What follows belongs to an exercise in optimizing a design on an open flow for small area and a short achievable clock period; a production flow would make more cautious choices.
No functional check of the RTL was part of this run.
Power figures rest on the tool's default switching activity, not on a simulated workload.

## flow/flow/run.sh

```bash
#!/bin/bash
# Own layout flow: the standard ORFS flow (standard.sh), with the input and
# output port buffers made of plain buf_2 cells (the default picks a delay cell);
# the output buffers are then cut down to buf_1 before detailed placement.
set -euo pipefail
export BUFFER_PORTS_ARGS="-buffer_cell sky130_fd_sc_hd__buf_2"
export PRE_FLOORPLAN_TCL="$PWD/flow/pre_floorplan.tcl"
export PRE_DETAIL_PLACE_TCL="$PWD/flow/pre_detail_place.tcl"
bash standard.sh > standard.log 2>&1
```

## flow/flow/pre_detail_place.tcl

```tcl
# Output ports drive only the 10 fF pin load and have ample slack: their port
# buffers can be the smallest buffer.
set n 0
foreach inst [[ord::get_db_block] getInsts] {
  set m [[$inst getMaster] getName]
  set name [$inst getName]
  if { $m eq "sky130_fd_sc_hd__buf_2" && [string match "output*" $name] } {
    replace_cell [get_cells $name] sky130_fd_sc_hd__buf_1
    incr n
  }
}
puts "pre_detail_place: resized $n output buffers"
```

## flow/flow/pre_floorplan.tcl

```tcl
# Synthesis (abc) maps each Booth selector to an a22oi_2; the _1 cell is the
# same function in less area and easily drives the single gate it feeds.
set swaps {sky130_fd_sc_hd__a22oi_2 sky130_fd_sc_hd__a22oi_1}
set n 0
foreach inst [[ord::get_db_block] getInsts] {
  set m [[$inst getMaster] getName]
  if { [dict exists $swaps $m] } {
    replace_cell [get_cells [$inst getName]] [dict get $swaps $m]
    incr n
  }
}
puts "pre_floorplan: resized $n cells"
```

## flow/standard.sh

```bash
#!/bin/bash
# synth_recipe.tcl (not shown) runs the flow's synth.tcl, then flattens the netlist and writes it again
# the make line also repeats each setting of config.mk as NAME=value (left out here)
make -C /OpenROAD-flow-scripts/flow DESIGN_CONFIG=/design/flow/config.mk WORK_HOME=/design/flow/orfs CLKGATE_MAP_FILE= SYNTH_SCRIPT=/design/flow/synth_recipe.tcl "${@:-finish}"
```

## flow/config.mk

```make
export PLATFORM = sky130hd
export DESIGN_NAME = vedicmult_16bit
export DESIGN_NICKNAME = vedicmult_16bit
export VERILOG_FILES = /design/flow/design.v
export SDC_FILE = /design/flow/constraint.sdc
export NUM_CORES = 4
export LEC_CHECK = 0
export CAP_MARGIN = 20
export CORE_MARGIN = 2
export CORE_UTILIZATION = 40
export CTS_BUF_LIST = sky130_fd_sc_hd__clkbuf_4
export CTS_CLUSTER_SIZE = 8
export SLEW_MARGIN = 70
export SYNTH_HIERARCHICAL = 1
export SYNTH_MINIMUM_KEEP_SIZE = 0
```

## flow/constraint.sdc

```tcl
create_clock -name core_clock -period 17.0 [get_ports {clk}]
set_input_delay 3.4000 -clock core_clock [delete_from_list [all_inputs] [get_ports {clk}]]
set_output_delay 3.4000 -clock core_clock [all_outputs]
set_load 0.01 [all_outputs]
```

## flow/design.v

```verilog
module vedicmult_16bit(input [15:0] a, b,
input clk, reset,
output reg [31:0] out);
wire one1;
wire two2;
wire neg3;
wire bp4;
wire bp5;
wire bp6;
wire bp7;
wire bp8;
wire bp9;
wire bp10;
wire bp11;
wire bp12;
wire bp13;
wire bp14;
wire bp15;
wire bp16;
wire bp17;
wire bp18;
wire bp19;
wire bp20;
wire pp21;
wire pp22;
wire pp23;
wire pp24;
wire one25;
wire two26;
wire neg27;
wire bp28;
wire bp29;
wire bp30;
wire bp31;
wire bp32;
wire bp33;
wire bp34;
wire bp35;
wire bp36;
wire bp37;
wire bp38;
wire bp39;
wire bp40;
wire bp41;
wire bp42;
wire bp43;
wire bp44;
wire pp45;
wire pp46;
wire one47;
wire two48;
wire neg49;
wire bp50;
wire bp51;
wire bp52;
wire bp53;
wire bp54;
wire bp55;
wire bp56;
wire bp57;
wire bp58;
wire bp59;
wire bp60;
wire bp61;
wire bp62;
wire bp63;
wire bp64;
wire bp65;
wire bp66;
wire pp67;
wire pp68;
wire one69;
wire two70;
wire neg71;
wire bp72;
wire bp73;
wire bp74;
wire bp75;
wire bp76;
wire bp77;
wire bp78;
wire bp79;
wire bp80;
wire bp81;
wire bp82;
wire bp83;
wire bp84;
wire bp85;
wire bp86;
wire bp87;
wire bp88;
wire pp89;
wire pp90;
wire one91;
wire two92;
wire neg93;
wire bp94;
wire bp95;
wire bp96;
wire bp97;
wire bp98;
wire bp99;
wire bp100;
wire bp101;
wire bp102;
wire bp103;
wire bp104;
wire bp105;
wire bp106;
wire bp107;
wire bp108;
wire bp109;
wire bp110;
wire pp111;
wire pp112;
wire one113;
wire two114;
wire neg115;
wire bp116;
wire bp117;
wire bp118;
wire bp119;
wire bp120;
wire bp121;
wire bp122;
wire bp123;
wire bp124;
wire bp125;
wire bp126;
wire bp127;
wire bp128;
wire bp129;
wire bp130;
wire bp131;
wire bp132;
wire pp133;
wire pp134;
wire one135;
wire two136;
wire neg137;
wire bp138;
wire bp139;
wire bp140;
wire bp141;
wire bp142;
wire bp143;
wire bp144;
wire bp145;
wire bp146;
wire bp147;
wire bp148;
wire bp149;
wire bp150;
wire bp151;
wire bp152;
wire bp153;
wire bp154;
wire pp155;
wire pp156;
wire one157;
wire two158;
wire neg159;
wire bp160;
wire bp161;
wire bp162;
wire bp163;
wire bp164;
wire bp165;
wire bp166;
wire bp167;
wire bp168;
wire bp169;
wire bp170;
wire bp171;
wire bp172;
wire bp173;
wire bp174;
wire bp175;
wire bp176;
wire pp177;
wire pp178;
wire pp179;
wire pp180;
wire pp181;
wire pp182;
wire pp183;
wire pp184;
wire pp185;
wire pp186;
wire pp187;
wire pp188;
wire pp189;
wire pp190;
wire pp191;
wire pp192;
wire pp193;
wire pp194;
wire pp195;
wire pp196;
wire pp197;
wire pp198;
wire pp199;
wire pp200;
wire pp201;
wire pp202;
wire pp203;
wire pp204;
wire pp205;
wire pp206;
wire s207;
wire c208;
wire s209;
wire c210;
wire s211;
wire c212;
wire s213;
wire c214;
wire s215;
wire c216;
wire s217;
wire c218;
wire s219;
wire c220;
wire s221;
wire c222;
wire s223;
wire c224;
wire s225;
wire c226;
wire s227;
wire c228;
wire s229;
wire c230;
wire s231;
wire c232;
wire s233;
wire c234;
wire s235;
wire c236;
wire s237;
wire c238;
wire s239;
wire c240;
wire s241;
wire c242;
wire s243;
wire c244;
wire s245;
wire c246;
wire s247;
wire c248;
wire s249;
wire c250;
wire s251;
wire c252;
wire s253;
wire c254;
wire s255;
wire c256;
wire s257;
wire c258;
wire s259;
wire c260;
wire s261;
wire c262;
wire s263;
wire c264;
wire s265;
wire c266;
wire s267;
wire c268;
wire s269;
wire c270;
wire s271;
wire c272;
wire s273;
wire c274;
wire s275;
wire c276;
wire s277;
wire c278;
wire s279;
wire c280;
wire s281;
wire c282;
wire s283;
wire c284;
wire s285;
wire c286;
wire s287;
wire c288;
wire s289;
wire c290;
wire s291;
wire c292;
wire s293;
wire c294;
wire s295;
wire c296;
wire s297;
wire c298;
wire s299;
wire c300;
wire s301;
wire c302;
wire s303;
wire c304;
wire s305;
wire c306;
wire s307;
wire c308;
wire s309;
wire c310;
wire s311;
wire c312;
wire s313;
wire c314;
wire s315;
wire c316;
wire s317;
wire c318;
wire s319;
wire c320;
wire s321;
wire c322;
wire s323;
wire c324;
wire s325;
wire c326;
wire s327;
wire c328;
wire s329;
wire c330;
wire s331;
wire c332;
wire s333;
wire c334;
wire s335;
wire c336;
wire s337;
wire c338;
wire s339;
wire c340;
wire s341;
wire c342;
wire s343;
wire c344;
wire s345;
wire c346;
wire s347;
wire c348;
wire s349;
wire c350;
wire s351;
wire c352;
wire s353;
wire c354;
wire s355;
wire c356;
wire s357;
wire c358;
wire s359;
wire c360;
wire s361;
wire c362;
wire s363;
wire c364;
wire s365;
wire c366;
wire s367;
wire c368;
wire s369;
wire c370;
wire s371;
wire c372;
wire s373;
wire c374;
wire s375;
wire c376;
wire s377;
wire c378;
wire s379;
wire c380;
wire s381;
wire c382;
wire s383;
wire c384;
wire s385;
wire c386;
wire s387;
wire c388;
wire s389;
wire c390;
wire s391;
wire c392;
wire s393;
wire c394;
wire s395;
wire c396;
wire s397;
wire c398;
wire s399;
wire c400;
wire s401;
wire c402;
wire s403;
wire c404;
wire s405;
wire c406;
wire s407;
wire c408;
wire s409;
wire c410;
wire s411;
wire c412;
wire s413;
wire c414;
wire s415;
wire c416;
wire s417;
wire c418;
wire s419;
wire c420;
wire s421;
wire c422;
wire s423;
wire c424;
wire s425;
wire c426;
wire s427;
wire c428;
wire s429;
wire c430;
wire s431;
wire c432;
wire s433;
wire c434;
wire s435;
wire c436;
wire s437;
wire c438;
wire s439;
wire c440;
wire s441;
wire c442;
wire s443;
wire c444;
wire s445;
wire c446;
wire s447;
wire c448;
wire s449;
wire c450;
wire s451;
wire c452;
wire s453;
wire c454;
wire s455;
wire c456;
wire s457;
wire c458;
wire s459;
wire c460;
wire s461;
wire c462;
wire s463;
wire c464;
wire s465;
wire c466;
wire ci467;
wire g468;
wire p469;
wire g470;
wire p471;
wire g472;
wire p473;
wire g474;
wire p475;
wire g476;
wire p477;
wire g478;
wire p479;
wire g480;
wire p481;
wire g482;
wire p483;
wire g484;
wire p485;
wire g486;
wire p487;
wire g488;
wire p489;
wire g490;
wire p491;
wire g492;
wire p493;
wire g494;
wire p495;
wire g496;
wire p497;
wire g498;
wire p499;
wire g500;
wire p501;
wire g502;
wire p503;
wire g504;
wire p505;
wire g506;
wire p507;
wire g508;
wire p509;
wire g510;
wire p511;
wire g512;
wire p513;
wire g514;
wire p515;
wire g516;
wire p517;
wire g518;
wire p519;
wire g520;
wire p521;
wire g522;
wire p523;
wire g524;
wire g525;
wire p526;
wire g527;
wire p528;
wire g529;
wire p530;
wire g531;
wire p532;
wire g533;
wire p534;
wire g535;
wire p536;
wire g537;
wire p538;
wire g539;
wire p540;
wire g541;
wire p542;
wire g543;
wire p544;
wire g545;
wire p546;
wire g547;
wire p548;
wire g549;
wire p550;
wire g551;
wire p552;
wire g553;
wire p554;
wire g555;
wire p556;
wire g557;
wire p558;
wire g559;
wire p560;
wire g561;
wire p562;
wire g563;
wire p564;
wire g565;
wire p566;
wire g567;
wire p568;
wire g569;
wire p570;
wire g571;
wire p572;
wire g573;
wire p574;
wire g575;
wire p576;
wire g577;
wire p578;
wire g579;
wire p580;
wire g581;
wire p582;
wire g583;
wire p584;
wire g585;
wire p586;
wire g587;
wire p588;
wire g589;
wire p590;
wire g591;
wire p592;
wire g593;
wire p594;
wire g595;
wire p596;
wire g597;
wire p598;
wire g599;
wire p600;
wire g601;
wire p602;
wire g603;
wire p604;
wire g605;
wire p606;
wire g607;
wire p608;
wire g609;
wire p610;
wire g611;
wire p612;
wire g613;
wire p614;
wire g615;
wire p616;
wire g617;
wire p618;
wire g619;
wire p620;
wire g621;
wire p622;
wire g623;
wire p624;
wire g625;
wire p626;
wire g627;
wire p628;
wire g629;
wire p630;
wire g631;
wire p632;
wire g633;
wire p634;
wire g635;
wire p636;
wire g637;
wire p638;
wire g639;
wire p640;
wire g641;
wire p642;
wire g643;
wire p644;
wire g645;
wire p646;
wire g647;
wire p648;
wire g649;
wire p650;
wire g651;
wire p652;
wire o653;
wire o654;
wire o655;
wire o656;
wire o657;
wire o658;
wire o659;
wire o660;
wire o661;
wire o662;
wire o663;
wire o664;
wire o665;
wire o666;
wire o667;
wire o668;
wire o669;
wire o670;
wire o671;
wire o672;
wire o673;
wire o674;
wire o675;
wire o676;
wire o677;
wire o678;
wire o679;
wire o680;
assign one1 = b[0] ^ 1'b0;
assign two2 = (b[1] & ~b[0] & ~1'b0) | (~b[1] & b[0] & 1'b0);
assign neg3 = b[1];
BSELN1 u_bp4 (.s(one1), .neg(neg3), .x(a[0]), .o(bp4));
BSELN u_bp5 (.one(one1), .two(two2), .neg(neg3), .x(a[1]), .y(a[0]), .o(bp5));
BSELN u_bp6 (.one(one1), .two(two2), .neg(neg3), .x(a[2]), .y(a[1]), .o(bp6));
BSELN u_bp7 (.one(one1), .two(two2), .neg(neg3), .x(a[3]), .y(a[2]), .o(bp7));
BSELN u_bp8 (.one(one1), .two(two2), .neg(neg3), .x(a[4]), .y(a[3]), .o(bp8));
BSELN u_bp9 (.one(one1), .two(two2), .neg(neg3), .x(a[5]), .y(a[4]), .o(bp9));
BSELN u_bp10 (.one(one1), .two(two2), .neg(neg3), .x(a[6]), .y(a[5]), .o(bp10));
BSELN u_bp11 (.one(one1), .two(two2), .neg(neg3), .x(a[7]), .y(a[6]), .o(bp11));
BSELN u_bp12 (.one(one1), .two(two2), .neg(neg3), .x(a[8]), .y(a[7]), .o(bp12));
BSELN u_bp13 (.one(one1), .two(two2), .neg(neg3), .x(a[9]), .y(a[8]), .o(bp13));
BSELN u_bp14 (.one(one1), .two(two2), .neg(neg3), .x(a[10]), .y(a[9]), .o(bp14));
BSELN u_bp15 (.one(one1), .two(two2), .neg(neg3), .x(a[11]), .y(a[10]), .o(bp15));
BSELN u_bp16 (.one(one1), .two(two2), .neg(neg3), .x(a[12]), .y(a[11]), .o(bp16));
BSELN u_bp17 (.one(one1), .two(two2), .neg(neg3), .x(a[13]), .y(a[12]), .o(bp17));
BSELN u_bp18 (.one(one1), .two(two2), .neg(neg3), .x(a[14]), .y(a[13]), .o(bp18));
BSELN u_bp19 (.one(one1), .two(two2), .neg(neg3), .x(a[15]), .y(a[14]), .o(bp19));
BSELN1 u_bp20 (.s(two2), .neg(neg3), .x(a[15]), .o(bp20));
assign pp21 = ~(neg3);
assign pp22 = ~(neg3);
assign pp23 = ~(neg3);
assign pp24 = ~(~neg3);
assign one25 = b[2] ^ b[1];
assign two26 = (b[3] & ~b[2] & ~b[1]) | (~b[3] & b[2] & b[1]);
assign neg27 = b[3];
BSELN1 u_bp28 (.s(one25), .neg(neg27), .x(a[0]), .o(bp28));
BSELN u_bp29 (.one(one25), .two(two26), .neg(neg27), .x(a[1]), .y(a[0]), .o(bp29));
BSELN u_bp30 (.one(one25), .two(two26), .neg(neg27), .x(a[2]), .y(a[1]), .o(bp30));
BSELN u_bp31 (.one(one25), .two(two26), .neg(neg27), .x(a[3]), .y(a[2]), .o(bp31));
BSELN u_bp32 (.one(one25), .two(two26), .neg(neg27), .x(a[4]), .y(a[3]), .o(bp32));
BSELN u_bp33 (.one(one25), .two(two26), .neg(neg27), .x(a[5]), .y(a[4]), .o(bp33));
BSELN u_bp34 (.one(one25), .two(two26), .neg(neg27), .x(a[6]), .y(a[5]), .o(bp34));
BSELN u_bp35 (.one(one25), .two(two26), .neg(neg27), .x(a[7]), .y(a[6]), .o(bp35));
BSELN u_bp36 (.one(one25), .two(two26), .neg(neg27), .x(a[8]), .y(a[7]), .o(bp36));
BSELN u_bp37 (.one(one25), .two(two26), .neg(neg27), .x(a[9]), .y(a[8]), .o(bp37));
BSELN u_bp38 (.one(one25), .two(two26), .neg(neg27), .x(a[10]), .y(a[9]), .o(bp38));
BSELN u_bp39 (.one(one25), .two(two26), .neg(neg27), .x(a[11]), .y(a[10]), .o(bp39));
BSELN u_bp40 (.one(one25), .two(two26), .neg(neg27), .x(a[12]), .y(a[11]), .o(bp40));
BSELN u_bp41 (.one(one25), .two(two26), .neg(neg27), .x(a[13]), .y(a[12]), .o(bp41));
BSELN u_bp42 (.one(one25), .two(two26), .neg(neg27), .x(a[14]), .y(a[13]), .o(bp42));
BSELN u_bp43 (.one(one25), .two(two26), .neg(neg27), .x(a[15]), .y(a[14]), .o(bp43));
BSELN1 u_bp44 (.s(two26), .neg(neg27), .x(a[15]), .o(bp44));
assign pp45 = ~(neg27);
assign pp46 = ~(~neg27);
assign one47 = b[4] ^ b[3];
assign two48 = (b[5] & ~b[4] & ~b[3]) | (~b[5] & b[4] & b[3]);
assign neg49 = b[5];
BSELN1 u_bp50 (.s(one47), .neg(neg49), .x(a[0]), .o(bp50));
BSELN u_bp51 (.one(one47), .two(two48), .neg(neg49), .x(a[1]), .y(a[0]), .o(bp51));
BSELN u_bp52 (.one(one47), .two(two48), .neg(neg49), .x(a[2]), .y(a[1]), .o(bp52));
BSELN u_bp53 (.one(one47), .two(two48), .neg(neg49), .x(a[3]), .y(a[2]), .o(bp53));
BSELN u_bp54 (.one(one47), .two(two48), .neg(neg49), .x(a[4]), .y(a[3]), .o(bp54));
BSELN u_bp55 (.one(one47), .two(two48), .neg(neg49), .x(a[5]), .y(a[4]), .o(bp55));
BSELN u_bp56 (.one(one47), .two(two48), .neg(neg49), .x(a[6]), .y(a[5]), .o(bp56));
BSELN u_bp57 (.one(one47), .two(two48), .neg(neg49), .x(a[7]), .y(a[6]), .o(bp57));
BSELN u_bp58 (.one(one47), .two(two48), .neg(neg49), .x(a[8]), .y(a[7]), .o(bp58));
BSELN u_bp59 (.one(one47), .two(two48), .neg(neg49), .x(a[9]), .y(a[8]), .o(bp59));
BSELN u_bp60 (.one(one47), .two(two48), .neg(neg49), .x(a[10]), .y(a[9]), .o(bp60));
BSELN u_bp61 (.one(one47), .two(two48), .neg(neg49), .x(a[11]), .y(a[10]), .o(bp61));
BSELN u_bp62 (.one(one47), .two(two48), .neg(neg49), .x(a[12]), .y(a[11]), .o(bp62));
BSELN u_bp63 (.one(one47), .two(two48), .neg(neg49), .x(a[13]), .y(a[12]), .o(bp63));
BSELN u_bp64 (.one(one47), .two(two48), .neg(neg49), .x(a[14]), .y(a[13]), .o(bp64));
BSELN u_bp65 (.one(one47), .two(two48), .neg(neg49), .x(a[15]), .y(a[14]), .o(bp65));
BSELN1 u_bp66 (.s(two48), .neg(neg49), .x(a[15]), .o(bp66));
assign pp67 = ~(neg49);
assign pp68 = ~(~neg49);
assign one69 = b[6] ^ b[5];
assign two70 = (b[7] & ~b[6] & ~b[5]) | (~b[7] & b[6] & b[5]);
assign neg71 = b[7];
BSELN1 u_bp72 (.s(one69), .neg(neg71), .x(a[0]), .o(bp72));
BSELN u_bp73 (.one(one69), .two(two70), .neg(neg71), .x(a[1]), .y(a[0]), .o(bp73));
BSELN u_bp74 (.one(one69), .two(two70), .neg(neg71), .x(a[2]), .y(a[1]), .o(bp74));
BSELN u_bp75 (.one(one69), .two(two70), .neg(neg71), .x(a[3]), .y(a[2]), .o(bp75));
BSELN u_bp76 (.one(one69), .two(two70), .neg(neg71), .x(a[4]), .y(a[3]), .o(bp76));
BSELN u_bp77 (.one(one69), .two(two70), .neg(neg71), .x(a[5]), .y(a[4]), .o(bp77));
BSELN u_bp78 (.one(one69), .two(two70), .neg(neg71), .x(a[6]), .y(a[5]), .o(bp78));
BSELN u_bp79 (.one(one69), .two(two70), .neg(neg71), .x(a[7]), .y(a[6]), .o(bp79));
BSELN u_bp80 (.one(one69), .two(two70), .neg(neg71), .x(a[8]), .y(a[7]), .o(bp80));
BSELN u_bp81 (.one(one69), .two(two70), .neg(neg71), .x(a[9]), .y(a[8]), .o(bp81));
BSELN u_bp82 (.one(one69), .two(two70), .neg(neg71), .x(a[10]), .y(a[9]), .o(bp82));
BSELN u_bp83 (.one(one69), .two(two70), .neg(neg71), .x(a[11]), .y(a[10]), .o(bp83));
BSELN u_bp84 (.one(one69), .two(two70), .neg(neg71), .x(a[12]), .y(a[11]), .o(bp84));
BSELN u_bp85 (.one(one69), .two(two70), .neg(neg71), .x(a[13]), .y(a[12]), .o(bp85));
BSELN u_bp86 (.one(one69), .two(two70), .neg(neg71), .x(a[14]), .y(a[13]), .o(bp86));
BSELN u_bp87 (.one(one69), .two(two70), .neg(neg71), .x(a[15]), .y(a[14]), .o(bp87));
BSELN1 u_bp88 (.s(two70), .neg(neg71), .x(a[15]), .o(bp88));
assign pp89 = ~(neg71);
assign pp90 = ~(~neg71);
assign one91 = b[8] ^ b[7];
assign two92 = (b[9] & ~b[8] & ~b[7]) | (~b[9] & b[8] & b[7]);
assign neg93 = b[9];
BSELN1 u_bp94 (.s(one91), .neg(neg93), .x(a[0]), .o(bp94));
BSELN u_bp95 (.one(one91), .two(two92), .neg(neg93), .x(a[1]), .y(a[0]), .o(bp95));
BSELN u_bp96 (.one(one91), .two(two92), .neg(neg93), .x(a[2]), .y(a[1]), .o(bp96));
BSELN u_bp97 (.one(one91), .two(two92), .neg(neg93), .x(a[3]), .y(a[2]), .o(bp97));
BSELN u_bp98 (.one(one91), .two(two92), .neg(neg93), .x(a[4]), .y(a[3]), .o(bp98));
BSELN u_bp99 (.one(one91), .two(two92), .neg(neg93), .x(a[5]), .y(a[4]), .o(bp99));
BSELN u_bp100 (.one(one91), .two(two92), .neg(neg93), .x(a[6]), .y(a[5]), .o(bp100));
BSELN u_bp101 (.one(one91), .two(two92), .neg(neg93), .x(a[7]), .y(a[6]), .o(bp101));
BSELN u_bp102 (.one(one91), .two(two92), .neg(neg93), .x(a[8]), .y(a[7]), .o(bp102));
BSELN u_bp103 (.one(one91), .two(two92), .neg(neg93), .x(a[9]), .y(a[8]), .o(bp103));
BSELN u_bp104 (.one(one91), .two(two92), .neg(neg93), .x(a[10]), .y(a[9]), .o(bp104));
BSELN u_bp105 (.one(one91), .two(two92), .neg(neg93), .x(a[11]), .y(a[10]), .o(bp105));
BSELN u_bp106 (.one(one91), .two(two92), .neg(neg93), .x(a[12]), .y(a[11]), .o(bp106));
BSELN u_bp107 (.one(one91), .two(two92), .neg(neg93), .x(a[13]), .y(a[12]), .o(bp107));
BSELN u_bp108 (.one(one91), .two(two92), .neg(neg93), .x(a[14]), .y(a[13]), .o(bp108));
BSELN u_bp109 (.one(one91), .two(two92), .neg(neg93), .x(a[15]), .y(a[14]), .o(bp109));
BSELN1 u_bp110 (.s(two92), .neg(neg93), .x(a[15]), .o(bp110));
assign pp111 = ~(neg93);
assign pp112 = ~(~neg93);
assign one113 = b[10] ^ b[9];
assign two114 = (b[11] & ~b[10] & ~b[9]) | (~b[11] & b[10] & b[9]);
assign neg115 = b[11];
BSELN1 u_bp116 (.s(one113), .neg(neg115), .x(a[0]), .o(bp116));
BSELN u_bp117 (.one(one113), .two(two114), .neg(neg115), .x(a[1]), .y(a[0]), .o(bp117));
BSELN u_bp118 (.one(one113), .two(two114), .neg(neg115), .x(a[2]), .y(a[1]), .o(bp118));
BSELN u_bp119 (.one(one113), .two(two114), .neg(neg115), .x(a[3]), .y(a[2]), .o(bp119));
BSELN u_bp120 (.one(one113), .two(two114), .neg(neg115), .x(a[4]), .y(a[3]), .o(bp120));
BSELN u_bp121 (.one(one113), .two(two114), .neg(neg115), .x(a[5]), .y(a[4]), .o(bp121));
BSELN u_bp122 (.one(one113), .two(two114), .neg(neg115), .x(a[6]), .y(a[5]), .o(bp122));
BSELN u_bp123 (.one(one113), .two(two114), .neg(neg115), .x(a[7]), .y(a[6]), .o(bp123));
BSELN u_bp124 (.one(one113), .two(two114), .neg(neg115), .x(a[8]), .y(a[7]), .o(bp124));
BSELN u_bp125 (.one(one113), .two(two114), .neg(neg115), .x(a[9]), .y(a[8]), .o(bp125));
BSELN u_bp126 (.one(one113), .two(two114), .neg(neg115), .x(a[10]), .y(a[9]), .o(bp126));
BSELN u_bp127 (.one(one113), .two(two114), .neg(neg115), .x(a[11]), .y(a[10]), .o(bp127));
BSELN u_bp128 (.one(one113), .two(two114), .neg(neg115), .x(a[12]), .y(a[11]), .o(bp128));
BSELN u_bp129 (.one(one113), .two(two114), .neg(neg115), .x(a[13]), .y(a[12]), .o(bp129));
BSELN u_bp130 (.one(one113), .two(two114), .neg(neg115), .x(a[14]), .y(a[13]), .o(bp130));
BSELN u_bp131 (.one(one113), .two(two114), .neg(neg115), .x(a[15]), .y(a[14]), .o(bp131));
BSELN1 u_bp132 (.s(two114), .neg(neg115), .x(a[15]), .o(bp132));
assign pp133 = ~(neg115);
assign pp134 = ~(~neg115);
assign one135 = b[12] ^ b[11];
assign two136 = (b[13] & ~b[12] & ~b[11]) | (~b[13] & b[12] & b[11]);
assign neg137 = b[13];
BSELN1 u_bp138 (.s(one135), .neg(neg137), .x(a[0]), .o(bp138));
BSELN u_bp139 (.one(one135), .two(two136), .neg(neg137), .x(a[1]), .y(a[0]), .o(bp139));
BSELN u_bp140 (.one(one135), .two(two136), .neg(neg137), .x(a[2]), .y(a[1]), .o(bp140));
BSELN u_bp141 (.one(one135), .two(two136), .neg(neg137), .x(a[3]), .y(a[2]), .o(bp141));
BSELN u_bp142 (.one(one135), .two(two136), .neg(neg137), .x(a[4]), .y(a[3]), .o(bp142));
BSELN u_bp143 (.one(one135), .two(two136), .neg(neg137), .x(a[5]), .y(a[4]), .o(bp143));
BSELN u_bp144 (.one(one135), .two(two136), .neg(neg137), .x(a[6]), .y(a[5]), .o(bp144));
BSELN u_bp145 (.one(one135), .two(two136), .neg(neg137), .x(a[7]), .y(a[6]), .o(bp145));
BSELN u_bp146 (.one(one135), .two(two136), .neg(neg137), .x(a[8]), .y(a[7]), .o(bp146));
BSELN u_bp147 (.one(one135), .two(two136), .neg(neg137), .x(a[9]), .y(a[8]), .o(bp147));
BSELN u_bp148 (.one(one135), .two(two136), .neg(neg137), .x(a[10]), .y(a[9]), .o(bp148));
BSELN u_bp149 (.one(one135), .two(two136), .neg(neg137), .x(a[11]), .y(a[10]), .o(bp149));
BSELN u_bp150 (.one(one135), .two(two136), .neg(neg137), .x(a[12]), .y(a[11]), .o(bp150));
BSELN u_bp151 (.one(one135), .two(two136), .neg(neg137), .x(a[13]), .y(a[12]), .o(bp151));
BSELN u_bp152 (.one(one135), .two(two136), .neg(neg137), .x(a[14]), .y(a[13]), .o(bp152));
BSELN u_bp153 (.one(one135), .two(two136), .neg(neg137), .x(a[15]), .y(a[14]), .o(bp153));
BSELN1 u_bp154 (.s(two136), .neg(neg137), .x(a[15]), .o(bp154));
assign pp155 = ~(neg137);
assign pp156 = ~(~neg137);
assign one157 = b[14] ^ b[13];
assign two158 = (b[15] & ~b[14] & ~b[13]) | (~b[15] & b[14] & b[13]);
assign neg159 = b[15];
BSELN1 u_bp160 (.s(one157), .neg(neg159), .x(a[0]), .o(bp160));
BSELN u_bp161 (.one(one157), .two(two158), .neg(neg159), .x(a[1]), .y(a[0]), .o(bp161));
BSELN u_bp162 (.one(one157), .two(two158), .neg(neg159), .x(a[2]), .y(a[1]), .o(bp162));
BSELN u_bp163 (.one(one157), .two(two158), .neg(neg159), .x(a[3]), .y(a[2]), .o(bp163));
BSELN u_bp164 (.one(one157), .two(two158), .neg(neg159), .x(a[4]), .y(a[3]), .o(bp164));
BSELN u_bp165 (.one(one157), .two(two158), .neg(neg159), .x(a[5]), .y(a[4]), .o(bp165));
BSELN u_bp166 (.one(one157), .two(two158), .neg(neg159), .x(a[6]), .y(a[5]), .o(bp166));
BSELN u_bp167 (.one(one157), .two(two158), .neg(neg159), .x(a[7]), .y(a[6]), .o(bp167));
BSELN u_bp168 (.one(one157), .two(two158), .neg(neg159), .x(a[8]), .y(a[7]), .o(bp168));
BSELN u_bp169 (.one(one157), .two(two158), .neg(neg159), .x(a[9]), .y(a[8]), .o(bp169));
BSELN u_bp170 (.one(one157), .two(two158), .neg(neg159), .x(a[10]), .y(a[9]), .o(bp170));
BSELN u_bp171 (.one(one157), .two(two158), .neg(neg159), .x(a[11]), .y(a[10]), .o(bp171));
BSELN u_bp172 (.one(one157), .two(two158), .neg(neg159), .x(a[12]), .y(a[11]), .o(bp172));
BSELN u_bp173 (.one(one157), .two(two158), .neg(neg159), .x(a[13]), .y(a[12]), .o(bp173));
BSELN u_bp174 (.one(one157), .two(two158), .neg(neg159), .x(a[14]), .y(a[13]), .o(bp174));
BSELN u_bp175 (.one(one157), .two(two158), .neg(neg159), .x(a[15]), .y(a[14]), .o(bp175));
BSELN1 u_bp176 (.s(two158), .neg(neg159), .x(a[15]), .o(bp176));
assign pp177 = ~(neg159);
assign pp178 = ~(~neg159);
assign pp179 = ~(a[0] & b[15]);
assign pp180 = ~(a[1] & b[15]);
assign pp181 = ~(a[2] & b[15]);
assign pp182 = ~(a[3] & b[15]);
assign pp183 = ~(a[4] & b[15]);
assign pp184 = ~(a[5] & b[15]);
assign pp185 = ~(a[6] & b[15]);
assign pp186 = ~(a[7] & b[15]);
assign pp187 = ~(a[8] & b[15]);
assign pp188 = ~(a[9] & b[15]);
assign pp189 = ~(a[10] & b[15]);
assign pp190 = ~(a[11] & b[15]);
assign pp191 = ~(a[12] & b[15]);
assign pp192 = ~(a[13] & b[15]);
assign pp193 = ~(a[14] & b[15]);
assign pp194 = ~(a[15] & b[15]);
assign pp195 = ~(~(a[4] & b[15]));
assign pp196 = ~(a[4] & b[15]);
assign pp197 = ~(~(a[6] & b[15]));
assign pp198 = ~(a[6] & b[15]);
assign pp199 = ~(~(a[8] & b[15]));
assign pp200 = ~(a[8] & b[15]);
assign pp201 = ~(~(a[10] & b[15]));
assign pp202 = ~(a[10] & b[15]);
assign pp203 = ~(~(a[12] & b[15]));
assign pp204 = ~(a[12] & b[15]);
assign pp205 = ~(~(a[14] & b[15]));
assign pp206 = ~(a[14] & b[15]);
XN2 u_s207 (.x(pp133), .y(bp14), .o(s207));
OR2 u_c208 (.x(pp133), .y(bp14), .o(c208));
XN2 u_s209 (.x(bp15), .y(bp37), .o(s209));
OR2 u_c210 (.x(bp15), .y(bp37), .o(c210));
FA u_s211 (.x(pp155), .y(bp16), .z(bp38), .s(s211), .c(c212));
XN2 u_s213 (.x(bp58), .y(bp78), .o(s213));
OR2 u_c214 (.x(bp58), .y(bp78), .o(c214));
FA u_s215 (.x(bp17), .y(bp39), .z(bp59), .s(s215), .c(c216));
XN2 u_s217 (.x(bp79), .y(bp99), .o(s217));
OR2 u_c218 (.x(bp79), .y(bp99), .o(c218));
FA u_s219 (.x(pp177), .y(bp18), .z(bp40), .s(s219), .c(c220));
FA u_s221 (.x(bp60), .y(bp80), .z(bp100), .s(s221), .c(c222));
XN2 u_s223 (.x(bp120), .y(bp140), .o(s223));
OR2 u_c224 (.x(bp120), .y(bp140), .o(c224));
FA u_s225 (.x(bp19), .y(bp41), .z(bp61), .s(s225), .c(c226));
FA u_s227 (.x(bp81), .y(bp101), .z(bp121), .s(s227), .c(c228));
XN2 u_s229 (.x(bp141), .y(bp161), .o(s229));
OR2 u_c230 (.x(bp141), .y(bp161), .o(c230));
FA u_s231 (.x(pp179), .y(bp20), .z(bp42), .s(s231), .c(c232));
FA u_s233 (.x(bp62), .y(bp82), .z(bp102), .s(s233), .c(c234));
FA u_s235 (.x(bp122), .y(bp142), .z(bp162), .s(s235), .c(c236));
FA u_s237 (.x(pp22), .y(pp180), .z(bp43), .s(s237), .c(c238));
FA u_s239 (.x(bp63), .y(bp83), .z(bp103), .s(s239), .c(c240));
FA u_s241 (.x(bp123), .y(bp143), .z(bp163), .s(s241), .c(c242));
FA u_s243 (.x(pp23), .y(pp181), .z(bp44), .s(s243), .c(c244));
FA u_s245 (.x(bp64), .y(bp84), .z(bp104), .s(s245), .c(c246));
FA u_s247 (.x(bp124), .y(bp144), .z(bp164), .s(s247), .c(c248));
FA u_s249 (.x(pp24), .y(pp46), .z(pp182), .s(s249), .c(c250));
FA u_s251 (.x(bp65), .y(bp85), .z(bp105), .s(s251), .c(c252));
FA u_s253 (.x(bp125), .y(bp145), .z(bp165), .s(s253), .c(c254));
FA u_s255 (.x(pp195), .y(bp66), .z(bp86), .s(s255), .c(c256));
FA u_s257 (.x(bp106), .y(bp126), .z(bp146), .s(s257), .c(c258));
FA u_s259 (.x(pp68), .y(pp184), .z(pp196), .s(s259), .c(c260));
FA u_s261 (.x(bp87), .y(bp107), .z(bp127), .s(s261), .c(c262));
FA u_s263 (.x(pp197), .y(bp88), .z(bp108), .s(s263), .c(c264));
FA u_s265 (.x(pp90), .y(pp186), .z(pp198), .s(s265), .c(c266));
XN2 u_s267 (.x(pp89), .y(bp10), .o(s267));
OR2 u_c268 (.x(pp89), .y(bp10), .o(c268));
XN2 u_s269 (.x(bp11), .y(bp33), .o(s269));
OR2 u_c270 (.x(bp11), .y(bp33), .o(c270));
FA u_s271 (.x(pp111), .y(bp12), .z(bp34), .s(s271), .c(c272));
XN2 u_s273 (.x(bp54), .y(bp74), .o(s273));
OR2 u_c274 (.x(bp54), .y(bp74), .o(c274));
FA u_s275 (.x(bp13), .y(bp35), .z(bp55), .s(s275), .c(c276));
XN2 u_s277 (.x(bp75), .y(bp95), .o(s277));
OR2 u_c278 (.x(bp75), .y(bp95), .o(c278));
FA u_s279 (.x(bp36), .y(bp56), .z(bp76), .s(s279), .c(c280));
FA u_s281 (.x(bp96), .y(bp116), .z(s207), .s(s281), .c(c282));
FA u_s283 (.x(bp57), .y(bp77), .z(bp97), .s(s283), .c(c284));
FA u_s285 (.x(bp117), .y(c208), .z(s209), .s(s285), .c(c286));
FA u_s287 (.x(bp98), .y(bp118), .z(bp138), .s(s287), .c(c288));
FA u_s289 (.x(c210), .y(s213), .z(s211), .s(s289), .c(c290));
FA u_s291 (.x(bp119), .y(bp139), .z(c214), .s(s291), .c(c292));
FA u_s293 (.x(s217), .y(c212), .z(s215), .s(s293), .c(c294));
FA u_s295 (.x(bp160), .y(c218), .z(s223), .s(s295), .c(c296));
FA u_s297 (.x(c216), .y(s219), .z(s221), .s(s297), .c(c298));
FA u_s299 (.x(c224), .y(s229), .z(c220), .s(s299), .c(c300));
FA u_s301 (.x(c222), .y(s225), .z(s227), .s(s301), .c(c302));
FA u_s303 (.x(c230), .y(c226), .z(c228), .s(s303), .c(c304));
FA u_s305 (.x(s231), .y(s233), .z(s235), .s(s305), .c(c306));
FA u_s307 (.x(c232), .y(c234), .z(c236), .s(s307), .c(c308));
FA u_s309 (.x(s237), .y(s239), .z(s241), .s(s309), .c(c310));
FA u_s311 (.x(c238), .y(c240), .z(c242), .s(s311), .c(c312));
FA u_s313 (.x(s243), .y(s245), .z(s247), .s(s313), .c(c314));
FA u_s315 (.x(s249), .y(c244), .z(c246), .s(s315), .c(c316));
FA u_s317 (.x(c248), .y(s251), .z(s253), .s(s317), .c(c318));
FA u_s319 (.x(bp166), .y(c250), .z(c252), .s(s319), .c(c320));
FA u_s321 (.x(c254), .y(s255), .z(s257), .s(s321), .c(c322));
FA u_s323 (.x(bp147), .y(bp167), .z(s259), .s(s323), .c(c324));
FA u_s325 (.x(c256), .y(c258), .z(s261), .s(s325), .c(c326));
FA u_s327 (.x(bp128), .y(bp148), .z(bp168), .s(s327), .c(c328));
FA u_s329 (.x(c260), .y(c262), .z(s263), .s(s329), .c(c330));
FA u_s331 (.x(bp109), .y(bp129), .z(bp149), .s(s331), .c(c332));
FA u_s333 (.x(bp169), .y(s265), .z(c264), .s(s333), .c(c334));
FA u_s335 (.x(pp199), .y(bp110), .z(bp130), .s(s335), .c(c336));
FA u_s337 (.x(bp150), .y(bp170), .z(c266), .s(s337), .c(c338));
FA u_s339 (.x(pp112), .y(pp188), .z(pp200), .s(s339), .c(c340));
FA u_s341 (.x(bp131), .y(bp151), .z(bp171), .s(s341), .c(c342));
FA u_s343 (.x(pp201), .y(bp132), .z(bp152), .s(s343), .c(c344));
FA u_s345 (.x(pp134), .y(pp190), .z(pp202), .s(s345), .c(c346));
XN2 u_s347 (.x(pp67), .y(bp8), .o(s347));
OR2 u_c348 (.x(pp67), .y(bp8), .o(c348));
XN2 u_s349 (.x(bp9), .y(bp31), .o(s349));
OR2 u_c350 (.x(bp9), .y(bp31), .o(c350));
FA u_s351 (.x(bp32), .y(bp52), .z(bp72), .s(s351), .c(c352));
FA u_s353 (.x(bp53), .y(bp73), .z(c268), .s(s353), .c(c354));
FA u_s355 (.x(bp94), .y(c270), .z(s273), .s(s355), .c(c356));
FA u_s357 (.x(c274), .y(s277), .z(c272), .s(s357), .c(c358));
FA u_s359 (.x(c278), .y(c276), .z(s279), .s(s359), .c(c360));
FA u_s361 (.x(c280), .y(s283), .z(c282), .s(s361), .c(c362));
FA u_s363 (.x(c284), .y(s287), .z(c286), .s(s363), .c(c364));
FA u_s365 (.x(c288), .y(s291), .z(c290), .s(s365), .c(c366));
FA u_s367 (.x(c292), .y(s295), .z(c294), .s(s367), .c(c368));
FA u_s369 (.x(c296), .y(s299), .z(c298), .s(s369), .c(c370));
FA u_s371 (.x(c300), .y(c302), .z(s303), .s(s371), .c(c372));
FA u_s373 (.x(c304), .y(c306), .z(s307), .s(s373), .c(c374));
FA u_s375 (.x(c308), .y(c310), .z(s311), .s(s375), .c(c376));
FA u_s377 (.x(c312), .y(s315), .z(c314), .s(s377), .c(c378));
FA u_s379 (.x(c316), .y(s319), .z(c318), .s(s379), .c(c380));
FA u_s381 (.x(s323), .y(c320), .z(c322), .s(s381), .c(c382));
FA u_s383 (.x(s327), .y(c324), .z(c326), .s(s383), .c(c384));
FA u_s385 (.x(c328), .y(s331), .z(c330), .s(s385), .c(c386));
FA u_s387 (.x(c332), .y(s335), .z(s337), .s(s387), .c(c388));
FA u_s389 (.x(s339), .y(c336), .z(s341), .s(s389), .c(c390));
FA u_s391 (.x(bp172), .y(c340), .z(c342), .s(s391), .c(c392));
FA u_s393 (.x(bp153), .y(bp173), .z(s345), .s(s393), .c(c394));
FA u_s395 (.x(pp203), .y(bp154), .z(bp174), .s(s395), .c(c396));
FA u_s397 (.x(pp156), .y(pp192), .z(pp204), .s(s397), .c(c398));
XN2 u_s399 (.x(pp45), .y(bp6), .o(s399));
OR2 u_c400 (.x(pp45), .y(bp6), .o(c400));
XN2 u_s401 (.x(bp7), .y(bp29), .o(s401));
OR2 u_c402 (.x(bp7), .y(bp29), .o(c402));
FA u_s403 (.x(bp30), .y(bp50), .z(s347), .s(s403), .c(c404));
FA u_s405 (.x(bp51), .y(c348), .z(s349), .s(s405), .c(c406));
FA u_s407 (.x(c350), .y(s267), .z(s351), .s(s407), .c(c408));
FA u_s409 (.x(s269), .y(c352), .z(s353), .s(s409), .c(c410));
FA u_s411 (.x(s271), .y(c354), .z(s355), .s(s411), .c(c412));
FA u_s413 (.x(s275), .y(c356), .z(s357), .s(s413), .c(c414));
FA u_s415 (.x(s281), .y(c358), .z(s359), .s(s415), .c(c416));
FA u_s417 (.x(s285), .y(c360), .z(s361), .s(s417), .c(c418));
FA u_s419 (.x(s289), .y(c362), .z(s363), .s(s419), .c(c420));
FA u_s421 (.x(s293), .y(c364), .z(s365), .s(s421), .c(c422));
FA u_s423 (.x(s297), .y(c366), .z(s367), .s(s423), .c(c424));
FA u_s425 (.x(s301), .y(c368), .z(s369), .s(s425), .c(c426));
FA u_s427 (.x(s305), .y(c370), .z(s371), .s(s427), .c(c428));
FA u_s429 (.x(s309), .y(c372), .z(s373), .s(s429), .c(c430));
FA u_s431 (.x(s313), .y(c374), .z(s375), .s(s431), .c(c432));
FA u_s433 (.x(s317), .y(c376), .z(s377), .s(s433), .c(c434));
FA u_s435 (.x(s321), .y(c378), .z(s379), .s(s435), .c(c436));
FA u_s437 (.x(s325), .y(c380), .z(s381), .s(s437), .c(c438));
FA u_s439 (.x(s329), .y(c382), .z(s383), .s(s439), .c(c440));
FA u_s441 (.x(s333), .y(c384), .z(s385), .s(s441), .c(c442));
FA u_s443 (.x(c334), .y(s387), .z(c386), .s(s443), .c(c444));
FA u_s445 (.x(c338), .y(s389), .z(c388), .s(s445), .c(c446));
FA u_s447 (.x(s343), .y(c390), .z(s391), .s(s447), .c(c448));
FA u_s449 (.x(c344), .y(s393), .z(c392), .s(s449), .c(c450));
FA u_s451 (.x(c346), .y(s395), .z(c394), .s(s451), .c(c452));
FA u_s453 (.x(bp175), .y(s397), .z(c396), .s(s453), .c(c454));
FA u_s455 (.x(pp205), .y(bp176), .z(c398), .s(s455), .c(c456));
FA u_s457 (.x(pp178), .y(pp194), .z(pp206), .s(s457), .c(c458));
XN2 u_s459 (.x(pp21), .y(bp4), .o(s459));
OR2 u_c460 (.x(pp21), .y(bp4), .o(c460));
XN2 u_s461 (.x(bp5), .y(c460), .o(s461));
OR2 u_c462 (.x(bp5), .y(c460), .o(c462));
FA u_s463 (.x(bp28), .y(s399), .z(c462), .s(s463), .c(c464));
FA u_s465 (.x(s401), .y(c400), .z(c464), .s(s465), .c(c466));
assign ci467 = ~c466;
NR2 u_g468 (.x(s403), .y(c402), .o(g468));
X2 u_p469 (.x(s403), .y(c402), .o(p469));
NR2 u_g470 (.x(s405), .y(c404), .o(g470));
X2 u_p471 (.x(s405), .y(c404), .o(p471));
NR2 u_g472 (.x(s407), .y(c406), .o(g472));
X2 u_p473 (.x(s407), .y(c406), .o(p473));
NR2 u_g474 (.x(s409), .y(c408), .o(g474));
X2 u_p475 (.x(s409), .y(c408), .o(p475));
NR2 u_g476 (.x(s411), .y(c410), .o(g476));
X2 u_p477 (.x(s411), .y(c410), .o(p477));
NR2 u_g478 (.x(s413), .y(c412), .o(g478));
X2 u_p479 (.x(s413), .y(c412), .o(p479));
NR2 u_g480 (.x(s415), .y(c414), .o(g480));
X2 u_p481 (.x(s415), .y(c414), .o(p481));
NR2 u_g482 (.x(s417), .y(c416), .o(g482));
X2 u_p483 (.x(s417), .y(c416), .o(p483));
NR2 u_g484 (.x(s419), .y(c418), .o(g484));
X2 u_p485 (.x(s419), .y(c418), .o(p485));
NR2 u_g486 (.x(s421), .y(c420), .o(g486));
X2 u_p487 (.x(s421), .y(c420), .o(p487));
NR2 u_g488 (.x(s423), .y(c422), .o(g488));
X2 u_p489 (.x(s423), .y(c422), .o(p489));
NR2 u_g490 (.x(s425), .y(c424), .o(g490));
X2 u_p491 (.x(s425), .y(c424), .o(p491));
NR2 u_g492 (.x(s427), .y(c426), .o(g492));
X2 u_p493 (.x(s427), .y(c426), .o(p493));
NR2 u_g494 (.x(s429), .y(c428), .o(g494));
X2 u_p495 (.x(s429), .y(c428), .o(p495));
NR2 u_g496 (.x(s431), .y(c430), .o(g496));
X2 u_p497 (.x(s431), .y(c430), .o(p497));
NR2 u_g498 (.x(s433), .y(c432), .o(g498));
X2 u_p499 (.x(s433), .y(c432), .o(p499));
NR2 u_g500 (.x(s435), .y(c434), .o(g500));
X2 u_p501 (.x(s435), .y(c434), .o(p501));
NR2 u_g502 (.x(s437), .y(c436), .o(g502));
X2 u_p503 (.x(s437), .y(c436), .o(p503));
NR2 u_g504 (.x(s439), .y(c438), .o(g504));
X2 u_p505 (.x(s439), .y(c438), .o(p505));
NR2 u_g506 (.x(s441), .y(c440), .o(g506));
X2 u_p507 (.x(s441), .y(c440), .o(p507));
NR2 u_g508 (.x(s443), .y(c442), .o(g508));
X2 u_p509 (.x(s443), .y(c442), .o(p509));
NR2 u_g510 (.x(s445), .y(c444), .o(g510));
X2 u_p511 (.x(s445), .y(c444), .o(p511));
NR2 u_g512 (.x(s447), .y(c446), .o(g512));
X2 u_p513 (.x(s447), .y(c446), .o(p513));
NR2 u_g514 (.x(s449), .y(c448), .o(g514));
X2 u_p515 (.x(s449), .y(c448), .o(p515));
NR2 u_g516 (.x(s451), .y(c450), .o(g516));
X2 u_p517 (.x(s451), .y(c450), .o(p517));
NR2 u_g518 (.x(s453), .y(c452), .o(g518));
X2 u_p519 (.x(s453), .y(c452), .o(p519));
NR2 u_g520 (.x(s455), .y(c454), .o(g520));
X2 u_p521 (.x(s455), .y(c454), .o(p521));
NR2 u_g522 (.x(s457), .y(c456), .o(g522));
X2 u_p523 (.x(s457), .y(c456), .o(p523));
assign g524 = g468 | (p469 & ci467);
assign g525 = g470 | (p471 & g524);
assign p526 = p471 & p469;
assign g527 = g474 | (p475 & g472);
assign p528 = p475 & p473;
assign g529 = g478 | (p479 & g476);
assign p530 = p479 & p477;
assign g531 = g482 | (p483 & g480);
assign p532 = p483 & p481;
assign g533 = g486 | (p487 & g484);
assign p534 = p487 & p485;
assign g535 = g490 | (p491 & g488);
assign p536 = p491 & p489;
assign g537 = g494 | (p495 & g492);
assign p538 = p495 & p493;
assign g539 = g498 | (p499 & g496);
assign p540 = p499 & p497;
assign g541 = g502 | (p503 & g500);
assign p542 = p503 & p501;
assign g543 = g506 | (p507 & g504);
assign p544 = p507 & p505;
assign g545 = g510 | (p511 & g508);
assign p546 = p511 & p509;
assign g547 = g514 | (p515 & g512);
assign p548 = p515 & p513;
assign g549 = g518 | (p519 & g516);
assign p550 = p519 & p517;
assign g551 = g522 | (p523 & g520);
assign p552 = p523 & p521;
assign g553 = g472 | (p473 & g525);
assign p554 = p473 & p526;
assign g555 = g527 | (p528 & g525);
assign p556 = p528 & p526;
assign g557 = g480 | (p481 & g529);
assign p558 = p481 & p530;
assign g559 = g531 | (p532 & g529);
assign p560 = p532 & p530;
assign g561 = g488 | (p489 & g533);
assign p562 = p489 & p534;
assign g563 = g535 | (p536 & g533);
assign p564 = p536 & p534;
assign g565 = g496 | (p497 & g537);
assign p566 = p497 & p538;
assign g567 = g539 | (p540 & g537);
assign p568 = p540 & p538;
assign g569 = g504 | (p505 & g541);
assign p570 = p505 & p542;
assign g571 = g543 | (p544 & g541);
assign p572 = p544 & p542;
assign g573 = g512 | (p513 & g545);
assign p574 = p513 & p546;
assign g575 = g547 | (p548 & g545);
assign p576 = p548 & p546;
assign g577 = g520 | (p521 & g549);
assign p578 = p521 & p550;
assign g579 = g551 | (p552 & g549);
assign p580 = p552 & p550;
assign g581 = g476 | (p477 & g555);
assign p582 = p477 & p556;
assign g583 = g529 | (p530 & g555);
assign p584 = p530 & p556;
assign g585 = g557 | (p558 & g555);
assign p586 = p558 & p556;
assign g587 = g559 | (p560 & g555);
assign p588 = p560 & p556;
assign g589 = g492 | (p493 & g563);
assign p590 = p493 & p564;
assign g591 = g537 | (p538 & g563);
assign p592 = p538 & p564;
assign g593 = g565 | (p566 & g563);
assign p594 = p566 & p564;
assign g595 = g567 | (p568 & g563);
assign p596 = p568 & p564;
assign g597 = g508 | (p509 & g571);
assign p598 = p509 & p572;
assign g599 = g545 | (p546 & g571);
assign p600 = p546 & p572;
assign g601 = g573 | (p574 & g571);
assign p602 = p574 & p572;
assign g603 = g575 | (p576 & g571);
assign p604 = p576 & p572;
assign g605 = g484 | (p485 & g587);
assign p606 = p485 & p588;
assign g607 = g533 | (p534 & g587);
assign p608 = p534 & p588;
assign g609 = g561 | (p562 & g587);
assign p610 = p562 & p588;
assign g611 = g563 | (p564 & g587);
assign p612 = p564 & p588;
assign g613 = g589 | (p590 & g587);
assign p614 = p590 & p588;
assign g615 = g591 | (p592 & g587);
assign p616 = p592 & p588;
assign g617 = g593 | (p594 & g587);
assign p618 = p594 & p588;
assign g619 = g595 | (p596 & g587);
assign p620 = p596 & p588;
assign g621 = g516 | (p517 & g603);
assign p622 = p517 & p604;
assign g623 = g549 | (p550 & g603);
assign p624 = p550 & p604;
assign g625 = g577 | (p578 & g603);
assign p626 = p578 & p604;
assign g627 = g579 | (p580 & g603);
assign p628 = p580 & p604;
assign g629 = g500 | (p501 & g619);
assign p630 = p501 & p620;
assign g631 = g541 | (p542 & g619);
assign p632 = p542 & p620;
assign g633 = g569 | (p570 & g619);
assign p634 = p570 & p620;
assign g635 = g571 | (p572 & g619);
assign p636 = p572 & p620;
assign g637 = g597 | (p598 & g619);
assign p638 = p598 & p620;
assign g639 = g599 | (p600 & g619);
assign p640 = p600 & p620;
assign g641 = g601 | (p602 & g619);
assign p642 = p602 & p620;
assign g643 = g603 | (p604 & g619);
assign p644 = p604 & p620;
assign g645 = g621 | (p622 & g619);
assign p646 = p622 & p620;
assign g647 = g623 | (p624 & g619);
assign p648 = p624 & p620;
assign g649 = g625 | (p626 & g619);
assign p650 = p626 & p620;
assign g651 = g627 | (p628 & g619);
assign p652 = p628 & p620;
XN2 u_o653 (.x(p469), .y(ci467), .o(o653));
XN2 u_o654 (.x(p471), .y(g524), .o(o654));
XN2 u_o655 (.x(p473), .y(g525), .o(o655));
XN2 u_o656 (.x(p475), .y(g553), .o(o656));
XN2 u_o657 (.x(p477), .y(g555), .o(o657));
XN2 u_o658 (.x(p479), .y(g581), .o(o658));
XN2 u_o659 (.x(p481), .y(g583), .o(o659));
XN2 u_o660 (.x(p483), .y(g585), .o(o660));
XN2 u_o661 (.x(p485), .y(g587), .o(o661));
XN2 u_o662 (.x(p487), .y(g605), .o(o662));
XN2 u_o663 (.x(p489), .y(g607), .o(o663));
XN2 u_o664 (.x(p491), .y(g609), .o(o664));
XN2 u_o665 (.x(p493), .y(g611), .o(o665));
XN2 u_o666 (.x(p495), .y(g613), .o(o666));
XN2 u_o667 (.x(p497), .y(g615), .o(o667));
XN2 u_o668 (.x(p499), .y(g617), .o(o668));
XN2 u_o669 (.x(p501), .y(g619), .o(o669));
XN2 u_o670 (.x(p503), .y(g629), .o(o670));
XN2 u_o671 (.x(p505), .y(g631), .o(o671));
XN2 u_o672 (.x(p507), .y(g633), .o(o672));
XN2 u_o673 (.x(p509), .y(g635), .o(o673));
XN2 u_o674 (.x(p511), .y(g637), .o(o674));
XN2 u_o675 (.x(p513), .y(g639), .o(o675));
XN2 u_o676 (.x(p515), .y(g641), .o(o676));
XN2 u_o677 (.x(p517), .y(g643), .o(o677));
XN2 u_o678 (.x(p519), .y(g645), .o(o678));
XN2 u_o679 (.x(p521), .y(g647), .o(o679));
XN2 u_o680 (.x(p523), .y(g649), .o(o680));
wire [31:0] prod = {~o680, ~o679, ~o678, ~o677, ~o676, ~o675, ~o674, ~o673, ~o672, ~o671, ~o670, ~o669, ~o668, ~o667, ~o666, ~o665, ~o664, ~o663, ~o662, ~o661, ~o660, ~o659, ~o658, ~o657, ~o656, ~o655, ~o654, ~o653, ~s465, ~s463, ~s461, ~s459};
always @(posedge clk) begin
  if (reset) out <= prod;
  else out <= 32'd0;
end
endmodule
module FA(input x, y, z, output s, c);
assign s = x ^ y ^ z;
assign c = (x & y) | (x & z) | (y & z);
endmodule
module XN2(input x, y, output o);
assign o = ~(x ^ y);
endmodule
module OR2(input x, y, output o);
assign o = x | y;
endmodule
module X2(input x, y, output o);
assign o = x ^ y;
endmodule
module NR2(input x, y, output o);
assign o = ~(x | y);
endmodule
module BSELN(input one, two, neg, x, y, output o);
assign o = ~(((one & x) | (two & y)) ^ neg);
endmodule
module BSELN1(input s, neg, x, output o);
assign o = ~((s & x) ^ neg);
endmodule
```

==> impl_metrics.yaml <==
worst_setup_path:
  cpMaxStageDelayCell: "fa_1"
  max_stage_delay_ns: 0.56
  worstSetupStartpointType: "input port"
  criticalPathCategory: "input port to flip-flop"
  critical_path.most_common_cell: "fa_1"
  cp_cell_sequence: "buf_4 > inv_1 > nand3_1 > o21ai_0 > buf_4 > a22oi_1 > xor2_1 > fa_1 > fa_1 > fa_1 > fa_1 > xor2_1 > a21o_1 > a21o_1 > a221o_1 > a21oi_4 > o31ai_4 > clkbuf_4 > a311oi_2 > o21bai_1 > xnor2_1 > nor2b_1"
  path_max_fanout: 23
  cp.arrival_ns: 8.75
  cp.required_ns: 17.30
  end_kind: "flip-flop"
timing:
  maxSlewViolCount: 0
  setup-tns-final_ns: 0
  fin_crit_sh: 0.497
  finalHoldViolations: 0
  slew_headroom: 0.708
  rsz0062_at_grt: "false"
  worst_pin_slew_ns: 0.438
  period_minus_slack_ns: 8.45
  whs_ns: 3.40
  setup_violations: 0
  fmax_mhz: 118
worst_hold_path:
  min_to: "out[6]$_SDFF_PN0_"
  hold_depth: 2
  min_from: "reset"
  hold_class: "input port to flip-flop"
pwr:
  pwr-share-seq: 0.061
  p_int_uw: 992
  power_leakage_uw: 0.00297
  ir_worst_vdd_v: 0.000153
  combPwrFrac: 0.915
  p_sw_uw: 1090
  power_per_cell_area_nw_per_um2: 271
  switching_share: 0.524
  pwr-share-clk: 0.023
run:
  drv_cap: 0
cells_and_area:
  final_cell_mix: "170 x xor2_1, 120 x a22oi_1, 114 x fa_1"
  multi_input_area_um2: 6190
  register_area_um2: 641
  fin_area_um2: 7690
  drive_gt1_frac: 0.0897
  reg_top3: "out (32)"
  finalNonFillerCells: 1001
  top_register: "out"
  fillers: 1638
  final_nets: 927
  final_common_cell: "xor2_1"
  final_core_utilization: 0.460
  largest_reg_flops: 32
detailed_routing:
  vias: 5644
  ant_nets: 0
  via_per_inst: 5.64
  drc_errors: 0
  routed_wl_um: 19100
  avgRoutedWirePerCell_um: 19.1
  drtIter0Drc: 487
  drt_first_pass_iters: 5
clock_network:
  cts-root-buf: "clkbuf_4"
  cts.htree.levels: 2
  clock_tree.buffer_depth: 2
  cts-resized-gates: 0
  numClockSinks: 32
  cts_tree: "done"
  cts_hold_buffers: 0
  postCtsSetupRepairBufs: 0
  numCtsBuffers: 5
  clkTransAtPathRegs_ns: 0.12
grt:
  grt_pass1_vias: 5987
  gr-usage-all-layers: 0.220
  grt_pass1_wl_um: 31500
  grt_overflow: 0
  antenna_found_initial: 1
  grt_max_degree: 37
die:
  io_pins: 66
  die_y_um: 135
  start_util: 0.412
  die_area_um2: 18300
  die_x_um: 135
  rows: 47
  core_area_um2: 16700
run_status:
  status: "complete, no violations"
placement:
  postPlaceCellArea_um2: 7590
  portBuffers: 65
  gp_congestion: 0.862
  hpwl_um: 13700
  dp.cells: 989
synth:
  syn_inst: 695
  yosysWarnings: 7
  syn_nets: 843
==> worst max-delay path: cells and delay by family <==
kind                     cells  cell delay (ns)
adder cells (fa/ha/maj)      4             1.91
AO/OA/AOI/OAI                9             1.75
buffers and inverters        4             0.88
XOR/XNOR                     3             0.60
AND/OR/NAND/NOR              2             0.18
==> through the flow <==
step	total power, uW	setup slack, ns
after global routing	2310	8.19
after floorplan	1650	8.37
after global placement	1980	7.55
after CTS	2070	8.52
final	2080	8.55
after detailed placement	2010	8.09
==> how the worst max path moves through the flow <==
| stage | from | to | slack [ns] | cells past startpoint |
|---|---|---|---|---|
| after floorplan | b[2] | out[31]$_SDFF_PN0_ | 8.37 | 17 |
| final | b[3] | out[30]$_SDFF_PN0_ | 8.55 | 22 |
| after global routing | b[3] | out[31]$_SDFF_PN0_ | 8.19 | 21 |
| after detailed placement | b[5] | out[31]$_SDFF_PN0_ | 8.09 | 20 |
| after global placement | b[3] | out[31]$_SDFF_PN0_ | 7.55 | 17 |
| after CTS | b[5] | out[31]$_SDFF_PN0_ | 8.52 | 20 |
==> layout make-up <==
class,instances,area share
Timing Repair Buffer,82,0.0610
Antenna cell,1,0.000325
Multi-Input combinational cell,641,0.805
Clock inverter,3,0.00179
Inverter,17,0.00830
Tap cell,220,0.0358
Sequential cell,32,0.0833
Clock buffer,5,0.00488
==> metal layers <==
layer / vias up / track usage / share of wire / routed length [um]
met4: 0 / 0.0637 / 0.017 / 333
met5: - / 0 / 0 / 0
met3: 23 / 0.0393 / 0.065 / 1250
li1: 2563 / - / - / -
met1: 2846 / 0.297 / 0.43 / 8320
met2: 212 / 0.364 / 0.48 / 9240
==> power groups by stage <==
| stage | logic, uW | clock network [uW] | registers, uW |
|---|---|---|---|
| after floorplan | 1510 | 0 | 146 |
| after global routing | 2130 | 53.7 | 131 |
| after global placement | 1850 | 0 | 129 |
| after CTS | 1890 | 51.7 | 128 |
| after detailed placement | 1880 | 0 | 130 |
| final | 1910 | 48.9 | 128 |

[static timing again, ports no longer ideal]
Ports are ideal in the flow. The routed layout listed here was re-timed in OpenROAD.
Step 1, drivers: a clkbuf_16 drives clk and a buf_2 each remaining input, both assumed.
Step 2 adds t to the input delays and takes it off the output delays; t is the mean of the earliest and latest rising clock arrival at the registers after step 1. Input paths then give back, and output paths get back, about the clock's delay inside the block.
Three values: ideal ports, drivers, drivers and shift; two values: the first two.
t, ns: 0.435
setup WS [ns]: 8.551 / 8.560 / 8.125
hold slack, ns: 3.396 / 3.380 / 3.815
cell pins on the clock port's net: 1
After both steps setup and hold are still met in this run. The setup slack of this run moves by +0.009 ns with the drivers and by -0.426 ns with both steps.
